Source: an optimization exercise on an open RTL-to-GDS flow (aim: small area, a short achievable clock period and few clock cycles per item). Production flows keep margins and buffers that such runs may drop. At most, simulation tests tie the RTL to the original design; equivalence was not proved. Power is estimated from default activity; no workload was simulated.

Setup of the baseline:
==> module divider_nr, before the edit <==
module divider_nr
  #
  (
   parameter BITS      = 16
   )
  (
   input wire                       clk,
   input wire                       reset,
   input wire                       start,
   input wire unsigned [BITS-1:0]   dividend,
   input wire unsigned [BITS-1:0]   divisor,
   output logic                     done,
   output logic unsigned [BITS-1:0] quotient,
   output logic unsigned [BITS-1:0] remainder
   );
  localparam BC = $clog2(BITS);
  logic [BITS:0]   t_q;        
  logic [BITS-1:0] d_q;        
  logic            q_q;        
  logic            qn_q;       
  logic            done_q;     
  logic [BITS-2:0] quo_q;      
  logic [BC-1:0]   idx_q;      
  logic            bit_q;      
  logic            busy_q;
  logic            norm_q;     
  function automatic logic [3:0] msb_pos(input logic [15:0] x);
    logic [7:0] y8;
    logic [3:0] y4;
    logic [1:0] y2;
    msb_pos[3] = |x[15:8];
    y8         = msb_pos[3] ? x[15:8] : x[7:0];
    msb_pos[2] = |y8[7:4];
    y4         = msb_pos[2] ? y8[7:4] : y8[3:0];
    msb_pos[1] = |y4[3:2];
    y2         = msb_pos[1] ? y4[3:2] : y4[1:0];
    msb_pos[0] = y2[1];
  endfunction
  logic [3:0]    pa, pb;
  logic [4:0]    pdiff;
  logic [BC-1:0] sh;
  assign pa    = msb_pos(dividend);
  assign pb    = msb_pos(divisor);
  assign pdiff = {1'b0, pa} - {1'b0, pb};
  assign sh    = pdiff[4] ? '0 : pdiff[3:0];
  logic [BITS-1:0] rn;
  assign rn = ({BITS{q_q}} & d_q) | ({BITS{qn_q}} & t_q[BITS-1:0]);
  logic [BITS:0]   x;
  logic [BITS+1:0] dx;
  always_comb begin
    if (start)
      x = {1'b0, dividend};
    else if (norm_q)
      x = {1'b0, dividend >> idx_q};
    else
      x = {rn, bit_q};
  end
  assign dx = {1'b0, x} - {2'b0, divisor};
  logic [BC-1:0] nidx;
  assign nidx = norm_q ? idx_q - 4'd1 : idx_q - 4'd2;
  assign done      = done_q;
  assign quotient  = {quo_q, q_q};
  assign remainder = rn;
  always_ff @(posedge clk) begin
    t_q   <= x;
    d_q   <= dx[BITS-1:0];
    q_q   <= ~dx[BITS+1];
    qn_q  <= dx[BITS+1];
    if (start)
      done_q <= (sh == '0);
    else
      done_q <= busy_q && !norm_q && !done_q && (idx_q == 4'd1);
    bit_q <= dividend[nidx];
    if (start) begin
      busy_q <= 1'b1;
      norm_q <= (sh != '0);
      idx_q  <= sh;
      quo_q  <= '0;
    end else if (norm_q) begin
      norm_q <= 1'b0;
    end else begin
      if (busy_q) idx_q <= idx_q - 1'b1;
      if (done) busy_q <= 1'b0;
      quo_q <= quotient[BITS-2:0];
    end
    if (reset) begin
      busy_q <= 1'b0;
      norm_q <= 1'b0;
      done_q <= 1'b0;
    end
  end
endmodule
Settings: LEC_CHECK=0, ABC_AREA=1, CAP_MARGIN=20, CORE_MARGIN=2, CORE_UTILIZATION=60, SETUP_SLACK_MARGIN=2.3, SLEW_MARGIN=20; clock period 5.0 ns.
standard.sh (not shown) runs the stock make flow with config.mk's settings and CLKGATE_MAP_FILE= SYNTH_SCRIPT=/design/flow/synth_recipe.tcl, a recipe that flattens the netlist after the stock synthesis.
==> flow/flow/run.sh <==
#!/bin/bash
cp standard.sh standard_sh.txt
export BUFFER_PORTS_ARGS="-buffer_cell sky130_fd_sc_hd__buf_2"
export ADDER_MAP_FILE=
bash standard.sh > standard.log 2>&1
Testbench counts of the baseline, summed over its fixed seeds: cycles 6,651, items 1,600.
Here is what was changed in the inputs of the candidate compared with the baseline.
--- a/flow/design.v
+++ b/flow/design.v
@@ -124,14 +124,22 @@
   assign pa    = msb_pos(dividend);
   assign pb    = msb_pos(divisor);
   assign pdiff = {1'b0, pa} - {1'b0, pb};
   assign sh    = pdiff[4] ? '0 : pdiff[3:0];
+  logic [BITS-1:0] bmask;
+  logic            wider;
+  always_comb begin
+    bmask[BITS-1] = divisor[BITS-1];
+    for (int i = BITS-2; i > 0; i--) bmask[i] = bmask[i+1] | divisor[i];
+    bmask[0] = 1'b1;   
+  end
+  assign wider = |(dividend & ~bmask);
   logic [BITS-1:0] rn;
   assign rn = ({BITS{q_q}} & d_q) | ({BITS{qn_q}} & t_q[BITS-1:0]);
   logic [BITS:0]   x;
   logic [BITS+1:0] dx;
   always_comb begin
-    if (start)
+    if (!busy_q || done_q)
       x = {1'b0, dividend};
     else if (norm_q)
       x = {1'b0, dividend >> idx_q};
     else
@@ -148,15 +156,15 @@
     d_q   <= dx[BITS-1:0];
     q_q   <= ~dx[BITS+1];
     qn_q  <= dx[BITS+1];
     if (start)
-      done_q <= (sh == '0);
+      done_q <= !wider;
     else
       done_q <= busy_q && !norm_q && !done_q && (idx_q == 4'd1);
     bit_q <= dividend[nidx];
     if (start) begin
       busy_q <= 1'b1;
-      norm_q <= (sh != '0);
+      norm_q <= wider;
       idx_q  <= sh;
       quo_q  <= '0;
     end else if (norm_q) begin
       norm_q <= 1'b0;
[summary]
- Compared with the baseline, cell area after layout in the candidate increased slightly.
- Comparing the candidate and the baseline, the lower number of nets in the final layout is on the baseline.
- The higher arrival time at the worst endpoint of the candidate and the baseline is in the candidate.
- Summary of the candidate over the baseline: power consumption went down about 15%; minimum setup slack in the final design went down 0.031 ns; period utilization went up 0.63 points; wire length of the first global-routing pass went up 2.4 mm; routed wire length went up 6.8%.
- Worst setup slack after placement: higher on the candidate
- Layout multi-input combinational cell count | the candidate above the baseline
- In the candidate relative to the baseline, post-detailed-route via-to-cell ratio had gone up slightly.
No functional check of the RTL was part of the candidate.

---

The RTL this note starts from:
==> flow/design.v <==
`timescale 1ns/10ps
module leading_ones
  #
  (
   parameter SELECTOR,
   parameter BITS      = 16
   )
  (
   input wire [BITS-1:0]         SW,
   output logic [$clog2(BITS):0] LED
   );
  generate
    if (SELECTOR == "UNIQUE_CASE") begin : g_UNIQUE_CASE
      always_comb begin
        LED           = '0;  
        unique case (1'b1)
          SW[15]:  LED  = 16;
          SW[14]:  LED  = 15;
          SW[13]:  LED  = 14;
          SW[12]:  LED  = 13;
          SW[11]:  LED  = 12;
          SW[10]:  LED  = 11;
          SW[9]:   LED  = 10;
          SW[8]:   LED  = 9;
          SW[7]:   LED  = 8;
          SW[6]:   LED  = 7;
          SW[5]:   LED  = 6;
          SW[4]:   LED  = 5;
          SW[3]:   LED  = 4;
          SW[2]:   LED  = 3;
          SW[1]:   LED  = 2;
          SW[0]:   LED  = 1;
        endcase
      end  
    end else if (SELECTOR == "CASE") begin : g_CASE  
      always_comb begin
        LED           = '0;  
        case (1'b1)
          SW[15]:  LED  = 16;
          SW[14]:  LED  = 15;
          SW[13]:  LED  = 14;
          SW[12]:  LED  = 13;
          SW[11]:  LED  = 12;
          SW[10]:  LED  = 11;
          SW[9]:   LED  = 10;
          SW[8]:   LED  = 9;
          SW[7]:   LED  = 8;
          SW[6]:   LED  = 7;
          SW[5]:   LED  = 6;
          SW[4]:   LED  = 5;
          SW[3]:   LED  = 4;
          SW[2]:   LED  = 3;
          SW[1]:   LED  = 2;
          SW[0]:   LED  = 1;
          default: LED  = 0;
        endcase
      end  
    end else if (SELECTOR == "DOWN_FOR") begin : g_UP_IF
      logic found;
      always_comb begin
        LED = '0;
        found = 1'b0;
        for (int i = $high(SW); i >= $low(SW); i--) begin
          if (SW[i] && !found) begin
            LED = i + 1;
            found = 1'b1;
          end
        end
      end
    end else if (SELECTOR == "UP_FOR") begin : g_DOWN_IF
      always_comb begin
        LED = '0;
        for (int i = $low(SW); i <= $high(SW); i++) begin
          if (SW[i]) begin
            LED = i + 1;
          end
        end
      end
    end
  endgenerate
endmodule
`timescale 1ns/10ps
module divider_nr
  #
  (
   parameter BITS      = 16
   )
  (
   input wire                       clk,
   input wire                       reset,
   input wire                       start,
   input wire unsigned [BITS-1:0]   dividend,
   input wire unsigned [BITS-1:0]   divisor,
   output logic                     done,
   output logic unsigned [BITS-1:0] quotient,
   output logic unsigned [BITS-1:0] remainder
   );
  localparam BC = $clog2(BITS);
  logic [BITS-1:0] rem_q;      
  logic [BITS-2:0] quo_q;      
  logic [BC-1:0]   cnt_q;      
  logic [1:0]      bits_q;     
  logic            busy_q;
  logic [BITS-1:0] div_q;      
  logic [BITS+1:0] div3_q;     
  function automatic logic [3:0] msb_pos(input logic [15:0] x);
    logic [7:0] y8;
    logic [3:0] y4;
    logic [1:0] y2;
    msb_pos[3] = |x[15:8];
    y8         = msb_pos[3] ? x[15:8] : x[7:0];
    msb_pos[2] = |y8[7:4];
    y4         = msb_pos[2] ? y8[7:4] : y8[3:0];
    msb_pos[1] = |y4[3:2];
    y2         = msb_pos[1] ? y4[3:2] : y4[1:0];
    msb_pos[0] = y2[1];
  endfunction
  logic [3:0]    pa, pb;
  logic [4:0]    pdiff;
  logic [BC-1:0] m;
  assign pa    = msb_pos(dividend);
  assign pb    = msb_pos(divisor);
  assign pdiff = {1'b0, pa} - {1'b0, pb};
  assign m     = pdiff[4] ? '0 : 4'({1'b0, pdiff[3:0]} + 5'd1 >> 1);
  logic [2*(BITS/2+1)-1:0] pairs;
  logic [BC-1:0]           psel;
  assign pairs = {1'b0, dividend, 1'b0};
  assign psel  = start ? m : cnt_q - 1'b1;
  localparam W = BITS + 3;
  logic [W-1:0] t, b1, b2, d1, d2, d3;
  assign t  = {3'b0, rem_q, bits_q};
  assign b1 = {3'b0, div_q};
  assign b2 = {2'b0, div_q, 1'b0};
  assign d1 = t - b1;
  assign d2 = t - b2;
  assign d3 = t - {1'b0, div3_q};
  logic [1:0]      q4;
  logic [BITS-1:0] r4;
  always_comb begin
    if (!d3[W-1]) begin
      q4 = 2'd3;
      r4 = d3[BITS-1:0];
    end else if (!d2[W-1]) begin
      q4 = 2'd2;
      r4 = d2[BITS-1:0];
    end else if (!d1[W-1]) begin
      q4 = 2'd1;
      r4 = d1[BITS-1:0];
    end else begin
      q4 = 2'd0;
      r4 = t[BITS-1:0];
    end
  end
  logic q2;
  assign q2 = ~d2[W-1];
  assign done      = busy_q && (cnt_q == '0);
  assign quotient  = {quo_q, q2};
  assign remainder = q2 ? d2[BITS:1] : t[BITS:1];
  always_ff @(posedge clk) begin
    div_q  <= divisor;
    div3_q <= {2'b0, divisor} + {1'b0, divisor, 1'b0};
    bits_q <= pairs[2*psel +: 2];
    if (start) begin
      busy_q <= 1'b1;
      cnt_q  <= m;
      rem_q  <= (dividend >> 1) >> {m, 1'b0};
      quo_q  <= '0;
    end else begin
      if (busy_q) cnt_q <= cnt_q - 1'b1;
      if (done) busy_q <= 1'b0;
      rem_q <= r4;
      quo_q <= {quo_q[BITS-4:0], q4};
    end
    if (reset) busy_q <= 1'b0;
  end
endmodule
==> flow/config.mk <==
export PLATFORM = sky130hd
export DESIGN_NAME = divider_nr
export DESIGN_NICKNAME = divider_nr
export VERILOG_FILES = /design/flow/design.v
export SDC_FILE = /design/flow/constraint.sdc
export NUM_CORES = 4
export LEC_CHECK = 0
export ABC_AREA = 1
export CAP_MARGIN = 20
export CORE_MARGIN = 2
export CORE_UTILIZATION = 60
export SETUP_SLACK_MARGIN = 1.0
export SLEW_MARGIN = 20
==> flow/constraint.sdc <==
create_clock -name core_clock -period 5.0 [get_ports {clk}]
set_input_delay 1.0000 -clock core_clock [delete_from_list [all_inputs] [get_ports {clk}]]
set_output_delay 1.0000 -clock core_clock [all_outputs]
set_load 0.01 [all_outputs]
==> flow/flow/run.sh <==
#!/bin/bash
cp standard.sh standard_sh.txt
export BUFFER_PORTS_ARGS="-buffer_cell sky130_fd_sc_hd__buf_2"
bash standard.sh > standard.log 2>&1
Edit:
--- a/flow/design.v
+++ b/flow/design.v
@@ -100,11 +100,10 @@
   logic [BITS-2:0] quo_q;      
   logic [BC-1:0]   cnt_q;      
   logic [1:0]      bits_q;     
   logic            busy_q;
   logic [BITS-1:0] div_q;      
-  logic [BITS+1:0] div3_q;     
   function automatic logic [3:0] msb_pos(input logic [15:0] x);
     logic [7:0] y8;
     logic [3:0] y4;
     logic [1:0] y2;
     msb_pos[3] = |x[15:8];
@@ -125,17 +124,19 @@
   logic [2*(BITS/2+1)-1:0] pairs;
   logic [BC-1:0]           psel;
   assign pairs = {1'b0, dividend, 1'b0};
   assign psel  = start ? m : cnt_q - 1'b1;
   localparam W = BITS + 3;
-  logic [W-1:0] t, b1, b2, d1, d2, d3;
+  logic [W-1:0] t, b1, b2, d1, d2, d3, cs_s, cs_c;
   assign t  = {3'b0, rem_q, bits_q};
   assign b1 = {3'b0, div_q};
   assign b2 = {2'b0, div_q, 1'b0};
   assign d1 = t - b1;
   assign d2 = t - b2;
-  assign d3 = t - {1'b0, div3_q};
+  assign cs_s = t ^ ~b1 ^ ~b2;
+  assign cs_c = {((t & ~b1) | (t & ~b2) | (~b1 & ~b2)), 1'b0};
+  assign d3 = cs_s + cs_c + 2'd2;
   logic [1:0]      q4;
   logic [BITS-1:0] r4;
   always_comb begin
     if (!d3[W-1]) begin
       q4 = 2'd3;
@@ -156,11 +157,10 @@
   assign done      = busy_q && (cnt_q == '0);
   assign quotient  = {quo_q, q2};
   assign remainder = q2 ? d2[BITS:1] : t[BITS:1];
   always_ff @(posedge clk) begin
     div_q  <= divisor;
-    div3_q <= {2'b0, divisor} + {1'b0, divisor, 1'b0};
     bits_q <= pairs[2*psel +: 2];
     if (start) begin
       busy_q <= 1'b1;
       cnt_q  <= m;
       rem_q  <= (dividend >> 1) >> {m, 1'b0};
The changed run completed with no timing, DRC or antenna violations.
Combinational power climbs by 15%.
Worst setup slack improved by 0.077 ns.
Global-route usage drops by 1.7 points.
Power climbs by 3.1%.
Routed wire length drops by 11%.
Flip-flop and latch count drops by 17.
Via count drops by 11%.
Clock skew hardly moves.
First-iteration DRC count drops by 3.5%.
Synthesized area drops by 11%.
Sequential share of layout area drops by 2.6 points.
Utilization drops by 0.47 points.
Cell area drops by 11%.
Hold slack is about the same.
Function was not checked in any run of this note: the RTL went through the layout flow alone.

---

== run B ==
divider_nr, a different RTL version from the one above (not shown whole).
Size in the first run: ~740 cells after synthesis, about 55 flip-flops, ~68 I/O pins, roughly 0.0044 mm² of cells after synthesis.
==> module divider_nr, before the edit <==
module divider_nr
  #
  (
   parameter BITS      = 16
   )
  (
   input wire                       clk,
   input wire                       reset,
   input wire                       start,
   input wire unsigned [BITS-1:0]   dividend,
   input wire unsigned [BITS-1:0]   divisor,
   output logic                     done,
   output logic unsigned [BITS-1:0] quotient,
   output logic unsigned [BITS-1:0] remainder
   );
  localparam BC = $clog2(BITS);
  logic [BITS:0]   t_q;        
  logic [BITS-1:0] d_q;        
  logic            q_q;        
  logic [BITS-2:0] quo_q;      
  logic [BC-1:0]   idx_q;      
  logic            bit_q;      
  logic            busy_q;
  logic            norm_q;     
  function automatic logic [3:0] msb_pos(input logic [15:0] x);
    logic [7:0] y8;
    logic [3:0] y4;
    logic [1:0] y2;
    msb_pos[3] = |x[15:8];
    y8         = msb_pos[3] ? x[15:8] : x[7:0];
    msb_pos[2] = |y8[7:4];
    y4         = msb_pos[2] ? y8[7:4] : y8[3:0];
    msb_pos[1] = |y4[3:2];
    y2         = msb_pos[1] ? y4[3:2] : y4[1:0];
    msb_pos[0] = y2[1];
  endfunction
  logic [3:0]    pa, pb;
  logic [4:0]    pdiff;
  logic [BC-1:0] sh;
  assign pa    = msb_pos(dividend);
  assign pb    = msb_pos(divisor);
  assign pdiff = {1'b0, pa} - {1'b0, pb};
  assign sh    = pdiff[4] ? '0 : pdiff[3:0];
  logic [BITS-1:0] rn;
  assign rn = q_q ? d_q : t_q[BITS-1:0];
  logic [BITS:0]   x;
  logic [BITS+1:0] dx;
  always_comb begin
    if (start)
      x = {1'b0, dividend};
    else if (norm_q)
      x = {1'b0, dividend >> idx_q};
    else
      x = {rn, bit_q};
  end
  assign dx = {1'b0, x} - {2'b0, divisor};
  logic [BC-1:0] nidx;
  assign nidx = norm_q ? idx_q - 4'd1 : idx_q - 4'd2;
  assign done      = busy_q && !norm_q && (idx_q == '0);
  assign quotient  = {quo_q, q_q};
  assign remainder = rn;
  always_ff @(posedge clk) begin
    t_q   <= x;
    d_q   <= dx[BITS-1:0];
    q_q   <= ~dx[BITS+1];
    bit_q <= dividend[nidx];
    if (start) begin
      busy_q <= 1'b1;
      norm_q <= (sh != '0);
      idx_q  <= sh;
      quo_q  <= '0;
    end else if (norm_q) begin
      norm_q <= 1'b0;
    end else begin
      if (busy_q) idx_q <= idx_q - 1'b1;
      if (done) busy_q <= 1'b0;
      quo_q <= quotient[BITS-2:0];
    end
    if (reset) begin
      busy_q <= 1'b0;
      norm_q <= 1'b0;
    end
  end
endmodule
export LEC_CHECK = 0
export ABC_AREA = 1
export CAP_MARGIN = 20
export CORE_MARGIN = 2
export CORE_UTILIZATION = 60
export SETUP_SLACK_MARGIN = 1.0
export SLEW_MARGIN = 20
create_clock -name core_clock -period 5.0 [get_ports {clk}]
==> flow/flow/run.sh <==
#!/bin/bash
cp standard.sh standard_sh.txt
export BUFFER_PORTS_ARGS="-buffer_cell sky130_fd_sc_hd__buf_2"
export ADDER_MAP_FILE=
bash standard.sh > standard.log 2>&1
Testbench counts of run B, summed over its fixed seeds: cycles 6,651, items 1,600.
### run B -> run D
--- a/flow/design.v
+++ b/flow/design.v
@@ -96,14 +96,12 @@
    output logic unsigned [BITS-1:0] remainder
    );
   localparam BC = $clog2(BITS);
-  logic [BITS:0]   t_q;        
-  logic [BITS-1:0] d_q;        
-  logic            q_q;        
+  logic [BITS-1:0] rem_q;      
   logic [BITS-2:0] quo_q;      
   logic [BC-1:0]   idx_q;      
   logic            bit_q;      
   logic            busy_q;
-  logic            norm_q;     
+  logic [BITS-1:0] div_q;      
   function automatic logic [3:0] msb_pos(input logic [15:0] x);
     logic [7:0] y8;
     logic [3:0] y4;
@@ -116,51 +114,39 @@
     y2         = msb_pos[1] ? y4[3:2] : y4[1:0];
     msb_pos[0] = y2[1];
   endfunction
-  logic [3:0]    pa, pb;
-  logic [4:0]    pdiff;
+  logic [3:0] pa, pb;
+  logic [4:0] pdiff;
+  logic       neg;
   logic [BC-1:0] sh;
   assign pa    = msb_pos(dividend);
   assign pb    = msb_pos(divisor);
   assign pdiff = {1'b0, pa} - {1'b0, pb};
-  assign sh    = pdiff[4] ? '0 : pdiff[3:0];
-  logic [BITS-1:0] rn;
-  assign rn = q_q ? d_q : t_q[BITS-1:0];
-  logic [BITS:0]   x;
-  logic [BITS+1:0] dx;
-  always_comb begin
-    if (start)
-      x = {1'b0, dividend};
-    else if (norm_q)
-      x = {1'b0, dividend >> idx_q};
-    else
-      x = {rn, bit_q};
-  end
-  assign dx = {1'b0, x} - {2'b0, divisor};
+  assign neg   = pdiff[4];
+  assign sh    = neg ? '0 : pdiff[3:0];
   logic [BC-1:0] nidx;
-  assign nidx = norm_q ? idx_q - 4'd1 : idx_q - 4'd2;
-  assign done      = busy_q && !norm_q && (idx_q == '0);
-  assign quotient  = {quo_q, q_q};
-  assign remainder = rn;
+  assign nidx = start ? sh : idx_q - 1'b1;
+  logic [BITS:0]   trial;
+  logic [BITS+1:0] diffr;
+  logic            qbit;
+  assign trial = {rem_q, bit_q};
+  assign diffr = {1'b0, trial} - {2'b0, div_q};
+  assign qbit  = ~diffr[BITS+1];
+  assign done      = busy_q && (idx_q == '0);
+  assign quotient  = {quo_q, qbit};
+  assign remainder = qbit ? diffr[BITS-1:0] : trial[BITS-1:0];
   always_ff @(posedge clk) begin
-    t_q   <= x;
-    d_q   <= dx[BITS-1:0];
-    q_q   <= ~dx[BITS+1];
+    idx_q <= nidx;
+    div_q <= divisor;
     bit_q <= dividend[nidx];
     if (start) begin
       busy_q <= 1'b1;
-      norm_q <= (sh != '0);
-      idx_q  <= sh;
+      rem_q  <= neg ? (dividend >> 1) : ((dividend >> 1) >> pdiff[3:0]);
       quo_q  <= '0;
-    end else if (norm_q) begin
-      norm_q <= 1'b0;
     end else begin
-      if (busy_q) idx_q <= idx_q - 1'b1;
       if (done) busy_q <= 1'b0;
+      rem_q <= remainder;
       quo_q <= quotient[BITS-2:0];
     end
-    if (reset) begin
-      busy_q <= 1'b0;
-      norm_q <= 1'b0;
-    end
+    if (reset) busy_q <= 1'b0;
   end
 endmodule
[summary]
Met3 usage delta for run D relative to run B: 0.48 points lower
Compared with run B, in run D height of the die now sits lower, met3 layer wire length in the routed design shrank by 23%, worst setup slack lower, period utilization went up by 11 points.
Routed wire in run D totals less than in run B.
Testbench counts of run D, summed over its fixed seeds: cycles 5,943, items 1,600.

-- static timing again, ports no longer ideal --
The results above use ideal ports. As a check the final layouts listed here were re-extracted and re-timed, cells and wires unchanged. Step 1 assumes that a clkbuf_16 drives the clock port and a buf_2 every other input. Step 2 times the ports against the registers' clock, not the clock port: input delays grow and output delays shrink by t, the midpoint of the rising clock arrivals with the driver on. Three values: ideal, step 1, step 2; two values: the first two.
run	t, ns	setup WS [ns]	clock arrival spread, ns	worst data-port slew with drivers (ns)
the baseline	0.376	2.361 / 2.330 / 2.001	0.015 / 0.015	0.06
the candidate	0.383	2.329 / 2.295 / 1.991	0.010 / 0.009	0.05
the first run of note 2	0.376	1.086 / 1.090 / 0.715	0.014 / 0.013	0.04
the second run of note 2	0.339	1.164 / 1.130 / 0.886	0.011 / 0.011	0.03
run B	0.349	1.766 / 1.730 / 1.586	0.008 / 0.008	0.04
run D	0.329	1.211 / 1.183 / 1.225	0.004 / 0.004	0.03
After both steps every run listed still meets setup and hold. The setup slack of the first run of note 2, which loses most, moves by +0.004 ns with the drivers and by -0.371 ns with both steps.
